Context: an optimization exercise on an open-source flow, tuned for small area and a short achievable clock period. The choices shown serve that exercise and are no tape-out recipe. In this exercise RTL edits were held to simulation tests only and were not proved equivalent to the original.

==> flow/design.v, too long to show whole: its modules and the start of the top module <==
// module PE_Mul: 1328 lines
// module PE_Acc: 1446 lines
// module C_A222OI: 3 lines
// module C_A22O: 3 lines
// module C_AND2: 3 lines
// module C_AOI21: 3 lines
// module C_FA: 4 lines
// module C_HA: 4 lines
// module C_INV: 3 lines
// module C_MUX2: 3 lines
// module C_MUX2I: 3 lines
// module C_NAND2: 3 lines
// module C_NAND2B: 3 lines
// module C_NOR2: 3 lines
// module C_O21AI: 3 lines
// module C_O22A: 3 lines
// module C_O22AI: 3 lines
// module C_OR2: 3 lines
// module C_XNOR2: 3 lines
// module C_XOR2: 3 lines
// module SystolicArray: 41 lines
// module BoothEnc: 19 lines
// module P_Element: 36 lines
module SystolicArray (
    output [31:0] out0_0, output [31:0] out0_1, output [31:0] out0_2, output [31:0] out0_3,
    output [31:0] out1_0, output [31:0] out1_1, output [31:0] out1_2, output [31:0] out1_3,
    output [31:0] out2_0, output [31:0] out2_1, output [31:0] out2_2, output [31:0] out2_3,
    output [31:0] out3_0, output [31:0] out3_1, output [31:0] out3_2, output [31:0] out3_3,
    input  [31:0] W0_i, input [31:0] W1_i, input [31:0] W2_i, input [31:0] W3_i,
    input  [31:0] N0_i, input [31:0] N1_i, input [31:0] N2_i, input [31:0] N3_i,
    input clk, input reset
);
  // ...
==> flow/flow/run.sh <==
#!/bin/bash
# Standard ORFS layout with two changes: the timing repair steps (after CTS and after global
# routing) are asked for extra setup margin, so that the achieved period is optimised and not
# just the 25 ns; and the port buffers are plain buffers (buf_2) instead of the delay cells that
# buffer_ports picks by default.
set -o pipefail
bash standard.sh SETUP_SLACK_MARGIN=18.6 "BUFFER_PORTS_ARGS=-buffer_cell sky130_fd_sc_hd__buf_2" finish 2>&1 | tee standard.log
==> flow/standard.sh <==
#!/bin/bash
# synth_recipe.tcl (not shown) runs the flow's synth.tcl, then flattens the netlist and writes it again
# the make line also repeats each setting of config.mk as NAME=value (left out here)
make -C /OpenROAD-flow-scripts/flow DESIGN_CONFIG=/design/flow/config.mk WORK_HOME=/design/flow/orfs CLKGATE_MAP_FILE= SYNTH_SCRIPT=/design/flow/synth_recipe.tcl "${@:-finish}"
==> flow/config.mk <==
export PLATFORM = sky130hd
export DESIGN_NAME = SystolicArray
export DESIGN_NICKNAME = SystolicArray
export VERILOG_FILES = /design/flow/design.v
export SDC_FILE = /design/flow/constraint.sdc
export NUM_CORES = 8
export LEC_CHECK = 0
export CAP_MARGIN = 20
export CORE_MARGIN = 2
export CORE_UTILIZATION = 40
export CTS_CLUSTER_SIZE = 20
export SLEW_MARGIN = 20
export SYNTH_HIERARCHICAL = 1
==> flow/constraint.sdc <==
create_clock -name core_clock -period 25.0 [get_ports {clk}]
set_input_delay 5.0000 -clock core_clock [delete_from_list [all_inputs] [get_ports {clk}]]
set_output_delay 5.0000 -clock core_clock [all_outputs]
set_load 0.01 [all_outputs]
==> flow_metrics.py, run 1 <==
metrics = {
    "outcome": {
        "outcome": "finished clean",
    },
    "timing": {
        "clock_skew_ps": 92.8,
        "period_needed_ps": 6790,
        "setup_tns_ps": 0,
        "hold_viol_final": 0,
    },
    "clock_network": {
        "cts-buffers-inserted": 385,
        "clk_path_buf_depth": 5,
        "cts_tree": "built",
        "holdBufCountCts": 0,
        "clock-sinks": 2832,
        "path_clk_slew_ps": 70,
    },
    "global_route": {
        "use_met2_pct": 47.4,
        "grt_usage_pct": 30.6,
        "grt_max_degree": 101,
        "busiest_layer": "met2",
    },
    "cells_and_area": {
        "final_cell_mix": "6923 x xor2_1, 4208 x fa_1, 3888 x o22ai_1",
        "multi_input_area_share_pct": 71.8,
        "clkbuf_count": 464,
        "buffer_area_share_pct": 7.64,
        "register_area_mm2": 0.0581,
        "clock_area_share_pct": 2.64,
        "largest_register_ffs": 704,
        "n_all_buffers": 4258,
    },
    "route": {
        "drc": 0,
        "wl_met1_um": 678000,
    },
    "min_path": {
        "holdPathEnd": "row[2].col[3].pe.lr[16]",
    },
    "floorplanning": {
        "core_mm2": 1.04,
    },
    "worst_setup_path": {
        "r2r.worst_path.cells": 31,
        "cp.buffers_inverters": 1,
        "startpoint_type": "flip-flop",
        "cp.required_ps": 20000,
    },
    "place": {
        "place_congestion": 0.953,
    },
}
==> inputs of run 2 (changes only) <==
==> flow/flow/run.sh (replaced) <==
#!/bin/bash
# Standard ORFS layout with three changes:
#  - the timing repair steps are asked for extra setup margin, so that the achieved period is
#    optimised and not just the 25 ns clock;
#  - the port buffers are plain buffers (buf_2) instead of the delay cells buffer_ports picks;
#  - after placement, each output's flip-flop and port buffer are moved next to the output pin
#    (then legalised), so the register-to-output paths are short.
set -o pipefail
ARGS=(SETUP_SLACK_MARGIN=18.3 "BUFFER_PORTS_ARGS=-buffer_cell sky130_fd_sc_hd__buf_2")
bash standard.sh "${ARGS[@]}" place 2>&1 | tee standard_place.log || exit 1
RESDIR=$PWD/orfs/results/sky130hd/SystolicArray/base openroad -no_init -exit flow/move_out.tcl 2>&1 | tee move_out.log || exit 1
bash standard.sh "${ARGS[@]}" finish 2>&1 | tee standard_finish.log
==> flow/flow/move_out.tcl (new file) <==
# Move each output port's buffer, and the flip-flop that drives it, next to the port's pin.
proc move_output_flops {} {
  set block [ord::get_db_block]
  set core [$block getCoreArea]
  set cx0 [$core xMin]; set cy0 [$core yMin]; set cx1 [$core xMax]; set cy1 [$core yMax]
  set moved 0
  foreach bterm [$block getBTerms] {
    if {[$bterm getIoType] ne "OUTPUT"} continue
    set net [$bterm getNet]
    if {$net eq "NULL"} continue
    set buf ""
    foreach it [$net getITerms] { if {[$it isOutputSignal]} { set buf [$it getInst] } }
    if {$buf eq ""} continue
    set src ""
    foreach it [$buf getITerms] {
      if {[$it isInputSignal]} {
        set n2 [$it getNet]
        if {$n2 ne "NULL"} { foreach it2 [$n2 getITerms] { if {[$it2 isOutputSignal]} { set src [$it2 getInst] } } }
      }
    }
    if {$src eq ""} continue
    if {![string match "*df*" [[$src getMaster] getName]]} continue
    set bb [$bterm getBBox]
    set px [expr {([$bb xMin] + [$bb xMax]) / 2}]
    set py [expr {([$bb yMin] + [$bb yMax]) / 2}]
    set px [expr {max($cx0, min($cx1 - 20000, $px))}]
    set py [expr {max($cy0, min($cy1 - 5440, $py))}]
    $buf setLocation $px $py
    $buf setPlacementStatus PLACED
    $src setLocation $px $py
    $src setPlacementStatus PLACED
    incr moved
  }
  puts "moved $moved output flip-flops"
}

# run on the placed design, between the place and cts steps of the standard flow
set R $::env(RESDIR)
read_db $R/3_place.odb
move_output_flops
detailed_placement
check_placement
write_db $R/3_place.odb
--- a/flow/config.mk
+++ b/flow/config.mk
@@ -8,6 +8,5 @@
 export CAP_MARGIN = 20
 export CORE_MARGIN = 2
 export CORE_UTILIZATION = 40
-export CTS_CLUSTER_SIZE = 20
 export SLEW_MARGIN = 20
 export SYNTH_HIERARCHICAL = 1
==> run 2 against run 1 <==
Effect of this change: still clean; global-route usage shrank 0.21 points; die area unchanged; synthesized cell count unchanged; fmax increased by 0.77%; non-clock buffer count is 940 lower; wire length shrank 1.7%; worst setup slack improved by 52 ps; critical path depth is 7 higher; critical path type is now in2reg; largest cell class unchanged.
==> flow_metrics.py, run 2 <==
metrics = {
    "outcome": {
        "outcome": "finished clean",
    },
    "floorplanning": {
        "rows": 375,
        "start_util_pct": 40.1,
        "die_area_mm2": 1.05,
        "ios": 770,
        "die_w_um": 1030,
        "die_y_um": 1030,
        "core_mm2": 1.04,
    },
    "clock_network": {
        "clock_latency_ps": 1160,
        "htree_levels": 5,
        "path_clk_slew_ps": 70,
        "cts_tree": "built",
        "cts-buffers-inserted": 378,
        "holdBufCountCts": 0,
        "clk_path_buf_depth": 5,
        "clock-sinks": 2832,
        "cts_root_buffer": "clkbuf_16",
    },
    "yosys": {
        "yosys_warnings": 8,
        "syn_area_mm2": 0.418,
        "postSynthCellCount": 45000,
        "syn_nets": 51400,
        "avgSynthCellArea_um2": 9.28,
    },
    "cells_and_area": {
        "reg_top3": "row.col.pe.tr: 704 flops, row.col.pe.p: 544 flops",
        "final_common_cell": "xor2_1",
        "largest_register_ffs": 704,
        "nets": 55300,
        "fin_cells": 63500,
        "final_cell_mix": "7016 x xor2_1, 4208 x fa_1, 3888 x o22ai_1",
        "final_core_util_pct": 47.1,
        "drive_gt1_share_pct": 17.4,
        "regMostFlops": "row.col.pe.tr",
        "syn_to_final_growth_pct": 17.5,
        "nFillCells": 98400,
    },
    "route": {
        "via_per_inst": 6.18,
        "highest_layer": "met5",
        "first_iter_violations": 52100,
        "dr_wl_met2_um": 750000,
        "dr.pass1.iters": 17,
        "routed_wl_um": 1710000,
        "wl_met3_um": 179000,
        "wl_per_cell_um": 26.9,
        "vias": 393000,
        "drc": 0,
        "antenna_left": 0,
        "wl_met1_um": 673000,
    },
    "worst_setup_path": {
        "startpoint_type": "primary input",
        "rrSetupSlack_ps": 18300,
        "startpoint": "reset",
        "cp.buffers_inverters": 4,
        "slowest_stage": "a222oi_1",
        "end_kind": "flip-flop",
        "cp_num_cells": 8,
        "path_cells": "buf_12, buf_4, buf_4, nand2b_2, nand2b_1, clkinvlp_4, a222oi_1, nand2_1",
        "rr_startpoint": "row[1].col[2].pe.s[24]",
        "crit_type": "in2reg",
        "cpPeakStageDelay_ps": 480,
        "crit_family": "buffers and inverters",
        "path_max_fanout": 62,
        "cp.required_ps": 25950,
        "r2r.worst_path.cells": 32,
        "cp.arrival_ps": 7690,
        "crit_top_cell": "buf_4",
    },
    "place": {
        "place_hpwl_um": 1150000,
        "placed_cells": 60700,
        "placement.io_buffers": 769,
        "place_congestion": 0.953,
    },
    "timing": {
        "max_clock_freq_ghz": 0.148,
        "tightest_slew_ps": 1280,
        "max_slew_margin_pct": 14.9,
        "clock_skew_ps": 98.4,
        "whs_ps": 348,
        "hold_viol_final": 0,
        "setup_tns_ps": 0,
        "rsz0062_at_grt": "true",
        "drv_slew": 0,
        "period_needed_ps": 6740,
        "fin_crit_sh_pct": 27.0,
        "setup_viol": 0,
    },
    "run": {
        "max_cap_viol_count": 0,
    },
    "global_route": {
        "overflow": 0,
        "grt_pass1_vias": 397000,
        "grt_pass1_wl_um": 2490000,
        "grt_usage_pct": 30.4,
        "grt_max_degree": 101,
        "antenna_found_initial": 181,
    },
    "min_path": {
        "whs_path_depth": 0,
        "hp-start": "row[0].col[0].pe.tr[32]",
        "hold_class": "reg2reg",
    },
}
-- run 2: worst reg2reg max path: cells and delay by family (launching register included) --
family	cells	cell delay, ps
AOI/OAI and AO/OA	10	2190
xor gates and xnor gates	3	430
adders and majority gates	2	710
buffers and inverters	6	890
DFF	1	380
muxes	4	790
and+or+nand+nor	7	1180
-- run 2: worst paths after layout --
kind | endpoint
max reg2reg | row[1].col[2].pe.s[28]
max | row[1].col[2].pe.s[18]
min reg2reg | row[1].col[0].pe.tr[32]
min | row[1].col[0].pe.tr[32]
-- run 2: per-layer routing --
layer	track usage [%]	vias to the layer above
met4	17.3	110
met2	47.0	23700
met3	7.35	4976
met5	0	-
li1	-	170000
met1	38.9	194000
-- run 2: repair_timing --
action	CTS	global route
buffers inserted	639	800
resized for setup	1135	1251
setup endpoints to repair	712	582
pin swaps	242	600
gates cloned	243	95
-- run 2: area by class of cell --
cell class / instances / area, um^2 / area share [%]
Tap cell: 13900 / 17500 / 3.55
Clock buffer: 453 / 10200 / 2.08
Timing Repair inverter: 147 / 1080 / 0.219
Clock inverter: 235 / 3200 / 0.652
Inverter: 3504 / 13700 / 2.79
Antenna cell: 319 / 798 / 0.162
Sequential cell: 2832 / 57400 / 11.7
Timing Repair Buffer: 3318 / 27100 / 5.51
Multi-Input combinational cell: 38700 / 360000 / 73.4
-- run 2: stage by stage --
step	cell area [um^2]	setup slack (ps)
6_report	491000	18260
5_1_grt	491000	18070
4_1_cts	478000	18270
3_5_place_dp	451000	14730
3_3_place_gp	451000	14850
2_1_floorplan	421000	16620
==> inputs of run 3 (changes only) <==
--- a/flow/flow/run.sh
+++ b/flow/flow/run.sh
@@ -6,7 +6,7 @@
 #  - after placement, each output's flip-flop and port buffer are moved next to the output pin
 #    (then legalised), so the register-to-output paths are short.
 set -o pipefail
-ARGS=(SETUP_SLACK_MARGIN=18.3 "BUFFER_PORTS_ARGS=-buffer_cell sky130_fd_sc_hd__buf_2")
+ARGS=(SETUP_SLACK_MARGIN=18.4 "BUFFER_PORTS_ARGS=-buffer_cell sky130_fd_sc_hd__buf_2")
 bash standard.sh "${ARGS[@]}" place 2>&1 | tee standard_place.log || exit 1
 RESDIR=$PWD/orfs/results/sky130hd/SystolicArray/base openroad -no_init -exit flow/move_out.tcl 2>&1 | tee move_out.log || exit 1
 bash standard.sh "${ARGS[@]}" finish 2>&1 | tee standard_finish.log
==> run 3 against run 2 <==
Effect of this change: largest cell class unchanged; critical path type is now reg2out; final cell count increased by 0.44%; highest routed layer unchanged; utilization increased by 0.52 points; critical path depth decreased by 7; global-route usage increased by 0.085 points; synthesized area unchanged.
==> flow_metrics.py, run 3 <==
metrics = {
    "worst_setup_path": {
        "path_max_fanout": 1,
        "crit_family": "flip-flops",
        "crit_type": "reg2out",
        "cp.required_ps": 20000,
        "slowest_stage": "dfxtp_1",
        "path_cells": "buf_2",
        "cp.arrival_ps": 1620,
        "startpoint_type": "flip-flop",
        "end_kind": "output port",
        "cpPeakStageDelay_ps": 310,
        "cp.buffers_inverters": 1,
    },
    "route": {
        "antenna_left": 0,
        "routed_wl_um": 1720000,
        "vias": 395000,
        "wl_per_cell_um": 27.0,
        "via_per_inst": 6.19,
        "dr.pass1.iters": 25,
        "drc": 0,
        "first_iter_violations": 52200,
    },
    "floorplanning": {
        "die_w_um": 1030,
        "die_y_um": 1030,
        "die_area_mm2": 1.05,
        "rows": 375,
        "core_mm2": 1.04,
        "ios": 770,
        "start_util_pct": 40.1,
    },
    "timing": {
        "max_slew_margin_pct": 16.5,
        "fin_crit_sh_pct": 26.5,
        "rsz0062_at_grt": "true",
        "period_needed_ps": 6620,
        "drv_slew": 0,
        "setup_viol": 0,
        "tightest_slew_ps": 1250,
        "setup_tns_ps": 0,
        "clock_skew_ps": 101,
        "hold_viol_final": 0,
        "layout_setup_ws_ps": 18380,
        "max_clock_freq_ghz": 0.151,
    },
    "place": {
        "post_dp_cell_area_mm2": 0.451,
        "pre_cts_ws_ps": 14730,
        "place_hpwl_um": 1150000,
        "place_congestion": 0.953,
        "placement.io_buffers": 769,
    },
    "cells_and_area": {
        "final_common_cell": "xor2_1",
        "largest_register_ffs": 704,
        "reg_top3": "row.col.pe.tr: 704 flops, row.col.pe.p: 544 flops",
        "final_area_mm2": 0.497,
        "drive_gt1_share_pct": 18.7,
        "final_cell_mix": "7009 x xor2_1, 4208 x fa_1, 3888 x o22ai_1",
        "nets": 55600,
        "regMostFlops": "row.col.pe.tr",
        "syn_to_final_growth_pct": 18.8,
    },
    "global_route": {
        "grt_max_degree": 101,
        "overflow": 0,
        "grt_usage_pct": 30.5,
        "grt_pass1_wl_um": 2500000,
        "antenna_found_initial": 185,
        "grt_pass1_vias": 398000,
    },
    "min_path": {
        "hold_class": "reg2reg",
    },
    "clock_network": {
        "clock_latency_ps": 1160,
        "htree_levels": 5,
        "path_clk_slew_ps": 60,
        "cts-buffers-inserted": 378,
        "clock-sinks": 2832,
        "clk_path_buf_depth": 5,
        "cts_root_buffer": "clkbuf_16",
        "cts_tree": "built",
    },
    "yosys": {
        "syn_nets": 51400,
        "syn_area_mm2": 0.418,
        "avgSynthCellArea_um2": 9.28,
        "postSynthCellCount": 45000,
        "yosys_warnings": 8,
    },
    "run": {
        "max_cap_viol_count": 0,
    },
    "outcome": {
        "outcome": "finished clean",
    },
}
## run 3: final timing paths
kind / start / end / slack (ps) / depth (start not counted)
min: row[0].col[0].pe.tr[32] / row[1].col[0].pe.tr[32] / 350 / 0
min reg2reg: row[0].col[0].pe.tr[32] / row[1].col[0].pe.tr[32] / 350 / 0
max reg2reg: row[1].col[0].pe.s[23] / row[1].col[0].pe.s[26] / 18480 / 35
max: row[2].col[3].pe.out[24] / out2_3[24] / 18380 / 1
## run 3: layout make-up
| cell class | count | area (um^2) |
|---|---|---|
| clock buffers | 453 | 10200 |
| clock inverters | 235 | 3200 |
| repair inverters | 159 | 1160 |
| flip-flops and latches | 2832 | 57700 |
| fillers | 97700 | 546000 |
| multi-input cells | 38800 | 362000 |
| repair buffers | 3564 | 30900 |
| diodes | 335 | 838 |
| well taps | 13900 | 17500 |
| inverters | 3504 | 13700 |
## run 3: stage by stage
step | cells | util, % | hold slack, ps
final | 63800 | 47.6 | 348
after global placement | 60700 | 43.2 | 336
after detailed placement | 60700 | 43.2 | 336
after CTS | 62400 | 46.1 | 350
after floorplan | 45000 | - | 334
after global routing | 63700 | 47.6 | 354
## run 3: routing by layer
layer	vias to the layer above	part of all wire, %	global-route usage (%)
met1	195000	39	38.9
met3	5166	11	7.43
li1	170000	-	-
met2	24400	44	47.2
met5	-	0.057	0
met4	110	6.2	17.3
## run 3: repair_timing
action / in CTS / in global routing
pin swaps: 302 / 670
hold buffers: 0 / 0
buffers inserted: 751 / 927
cloned: 259 / 107
setup endpoints to repair: 1075 / 783
hold endpoints to repair: 0 / 0
resized for setup: 1571 / 1559

## what the ideal ports hide
How much do the figures lean on ideal ports? The routed layouts below were timed once more, with nothing changed but the port constraints. Step 1 sets driving cells, clkbuf_16 on the clock port and buf_2 on the other inputs (assumed; they add their load-dependent delay and slew). Step 2, shift: input delay + t, output delay - t, t = (earliest + latest rising clock arrival at the registers) / 2. This alone moves slack from input paths to output paths. a / b / c = ideal ports / drivers / drivers and shift; a / b = the first two.
run	shift t [ns]	slack for setup (ns)	worst data-port slew with drivers (ns)	pins driven straight from the clock port
run 1	1.287	18.207 / 18.040 / 17.305	0.27	1
run 2	1.294	18.259 / 18.196 / 17.095	0.28	1
run 3	1.291	18.385 / 18.207 / 17.234	0.28	1
After both steps setup and hold are still met in every run listed. The setup slack of run 2, which loses most, moves by -0.063 ns with the drivers and by -1.164 ns with both steps.
